Source: an optimization exercise on an open RTL-to-GDS flow (aim: small area, a short achievable clock period and few clock cycles). Production flows keep margins and buffers that such runs may drop. In this exercise RTL edits were held to simulation tests only and were not proved equivalent to the original. Power figures rest on the tool's default switching activity, not on a simulated workload.

v6:
==> flow/design.v <==
module procik (clock, reset,
               mem_addr, mem_din, mem_dout, mem_csb, mem_web, halted);
input clock, reset;
output [7:0] mem_addr;
output [15:0] mem_din;
input [15:0] mem_dout;
output mem_csb, mem_web;
output halted;
localparam [2:0] S_A = 3'd0, S_B = 3'd1, S_C = 3'd2, S_C2 = 3'd3, S_D = 3'd4, S_H = 3'd5;
reg [2:0] state;
reg [7:0] addr_q;       
reg [7:0] pc;           
reg csb_q, web_q;
reg [15:0] din_q;
reg halted_q;
reg stale_q;            
reg ld_q;               
reg [2:0] ldr_q;        
reg wb_q;               
reg [2:0] wbr_q;        
reg [15:0] r [0:7];     
reg [7:0] valid;
assign mem_addr = addr_q;
assign mem_din = din_q;
assign mem_csb = csb_q;
assign mem_web = web_q;
assign halted = halted_q;
wire is_load  = (mem_dout[15:12] == 4'd1);
wire is_store = (mem_dout[15:12] == 4'd2);
wire is_halt  = !is_load && !is_store;
wire [2:0] rsel = mem_dout[10:8];
wire [15:0] rdata = valid[rsel] ? r[rsel] : 16'd0;
wire [7:0] inc = pc + 8'd1;
wire hazard = ld_q && is_store && (ldr_q == rsel);
always @(posedge clock)
  if (wb_q) r[wbr_q] <= mem_dout;
always @(posedge clock or posedge reset)
  if (reset) valid <= 8'd0;
  else if (wb_q) valid[wbr_q] <= 1'b1;
always @(posedge clock)
  din_q <= (state == S_C2) ? mem_dout : rdata;
always @(posedge clock)
  wbr_q <= ldr_q;
always @(posedge clock)
  if (state == S_B || state == S_C) ldr_q <= rsel;
always @(posedge clock or posedge reset)
  if (reset) begin
    state <= S_A;
    addr_q <= 8'd0;
    pc <= 8'd0;
    csb_q <= 1'b0;
    web_q <= 1'b1;
    halted_q <= 1'b0;
    stale_q <= 1'b0;
    ld_q <= 1'b0;
    wb_q <= 1'b0;
  end else begin
    wb_q <= ld_q;
    ld_q <= 1'b0;
    case (state)
      S_A: begin
        addr_q <= inc;
        pc <= inc;
        csb_q <= 1'b0;
        web_q <= 1'b1;
        state <= S_B;
      end
      S_B: begin
        if (is_halt) begin
          csb_q <= 1'b1;
          web_q <= 1'b1;
          halted_q <= 1'b1;
          state <= S_H;
        end else begin
          addr_q <= mem_dout[7:0];
          csb_q <= 1'b0;
          web_q <= !is_store;
          ld_q <= is_load;
          stale_q <= is_store && (mem_dout[7:0] == addr_q);
          state <= S_C;
        end
      end
      S_C: begin
        if (stale_q) begin
          addr_q <= pc;
          csb_q <= 1'b0;
          web_q <= 1'b1;
          state <= S_A;
        end else if (is_halt) begin
          csb_q <= 1'b1;
          web_q <= 1'b1;
          halted_q <= 1'b1;
          state <= S_H;
        end else begin
          addr_q <= mem_dout[7:0];
          pc <= inc;
          if (hazard) begin
            csb_q <= 1'b1;
            web_q <= 1'b1;
            state <= S_C2;
          end else begin
            csb_q <= 1'b0;
            web_q <= !is_store;
            ld_q <= is_load;
            state <= S_D;
          end
        end
      end
      S_C2: begin
        csb_q <= 1'b0;
        web_q <= 1'b0;
        state <= S_D;
      end
      S_D: begin
        addr_q <= pc;
        csb_q <= 1'b0;
        web_q <= 1'b1;
        state <= S_A;
      end
      default: begin
        csb_q <= 1'b1;
        web_q <= 1'b1;
      end
    endcase
  end
endmodule
export LEC_CHECK = 0
export CAP_MARGIN = 20
export CORE_MARGIN = 2
export CORE_UTILIZATION = 40
export CTS_BUF_LIST = sky130_fd_sc_hd__clkbuf_4 sky130_fd_sc_hd__clkbuf_8
export SETUP_SLACK_MARGIN = 3.0
export SLEW_MARGIN = 20
create_clock -name core_clock -period 5.0 [get_ports {clock}]
run.sh (not shown) runs the stock make flow with config.mk's settings and CLKGATE_MAP_FILE= SYNTH_SCRIPT=/design/flow/synth_recipe.tcl, a recipe that flattens the netlist after the stock synthesis.
Testbench counts of v6, summed over its fixed seeds: cycles 8,284.
Modified inputs, v7 compared to v6
--- a/flow/design.v
+++ b/flow/design.v
@@ -18,9 +18,8 @@
 reg [2:0] ldr_q;        
 reg wb_q;               
 reg [2:0] wbr_q;        
 reg [15:0] r [0:7];     
-reg [7:0] valid;
 assign mem_addr = addr_q;
 assign mem_din = din_q;
 assign mem_csb = csb_q;
 assign mem_web = web_q;
@@ -28,22 +27,30 @@
 wire is_load  = (mem_dout[15:12] == 4'd1);
 wire is_store = (mem_dout[15:12] == 4'd2);
 wire is_halt  = !is_load && !is_store;
 wire [2:0] rsel = mem_dout[10:8];
-wire [15:0] rdata = valid[rsel] ? r[rsel] : 16'd0;
+wire fwd = (state == S_C2);
+wire [7:0] rhot = (8'd1 << rsel) & {8{!fwd}};
+reg [15:0] rdata;
+integer k;
+always @(*) begin
+  rdata = fwd ? mem_dout : 16'd0;
+  for (k = 0; k < 8; k = k + 1)
+    rdata = rdata | (r[k] & {16{rhot[k]}});
+end
 wire [7:0] inc = pc + 8'd1;
 wire hazard = ld_q && is_store && (ldr_q == rsel);
+wire [15:0] wdata = mem_dout & {16{!reset}};
+integer j;
 always @(posedge clock)
-  if (wb_q) r[wbr_q] <= mem_dout;
-always @(posedge clock or posedge reset)
-  if (reset) valid <= 8'd0;
-  else if (wb_q) valid[wbr_q] <= 1'b1;
+  for (j = 0; j < 8; j = j + 1)
+    if (reset || (wb_q && wbr_q == j)) r[j] <= wdata;
 always @(posedge clock)
-  din_q <= (state == S_C2) ? mem_dout : rdata;
+  din_q <= rdata;
 always @(posedge clock)
   wbr_q <= ldr_q;
 always @(posedge clock)
-  if (state == S_B || state == S_C) ldr_q <= rsel;
+  ldr_q <= rsel;
 always @(posedge clock or posedge reset)
   if (reset) begin
     state <= S_A;
     addr_q <= 8'd0;
[summary]
v7 vs v6, critical path depth went up by 5. Looking at global-route usage, v7 sits 2.3 points higher than v6 does. The total power reported for v7 is smaller than that of v6 by about 18%. v6 → v7: final cell area excluding filler cells went down 210 um2, part of the power in the clock network shows an increase of 10 points, sequential share of layout area saw a decrease, smallest setup slack after layout now sits lower.
Testbench counts of v7, summed over its fixed seeds: cycles 8,284.

## separate check: timing with driven ports
Ports are ideal in the flow. The routed layouts listed here were re-timed in OpenROAD.
Step 1 sets driving cells, clkbuf_16 on the clock port and buf_2 on the other inputs (assumed; they add their load-dependent delay and slew).
Step 2 also shifts input and output timing later by t, the mid clock arrival at the registers, as if the neighbouring blocks saw the same clock.
a / b / c = no drivers / after step 1 / after step 2; a / b = the first two.
run | shift t [ns] | slack for setup (ns) | pins driven straight from the clock port
v6 | 0.486 | 2.917 / 2.881 / 2.464 | 1
v7 | 0.498 | 2.888 / 2.873 / 2.374 | 1
After both steps every run listed still meets setup and hold. For v7, which loses most, drivers alone change the setup slack by -0.015 ns; drivers and shift together by -0.514 ns.
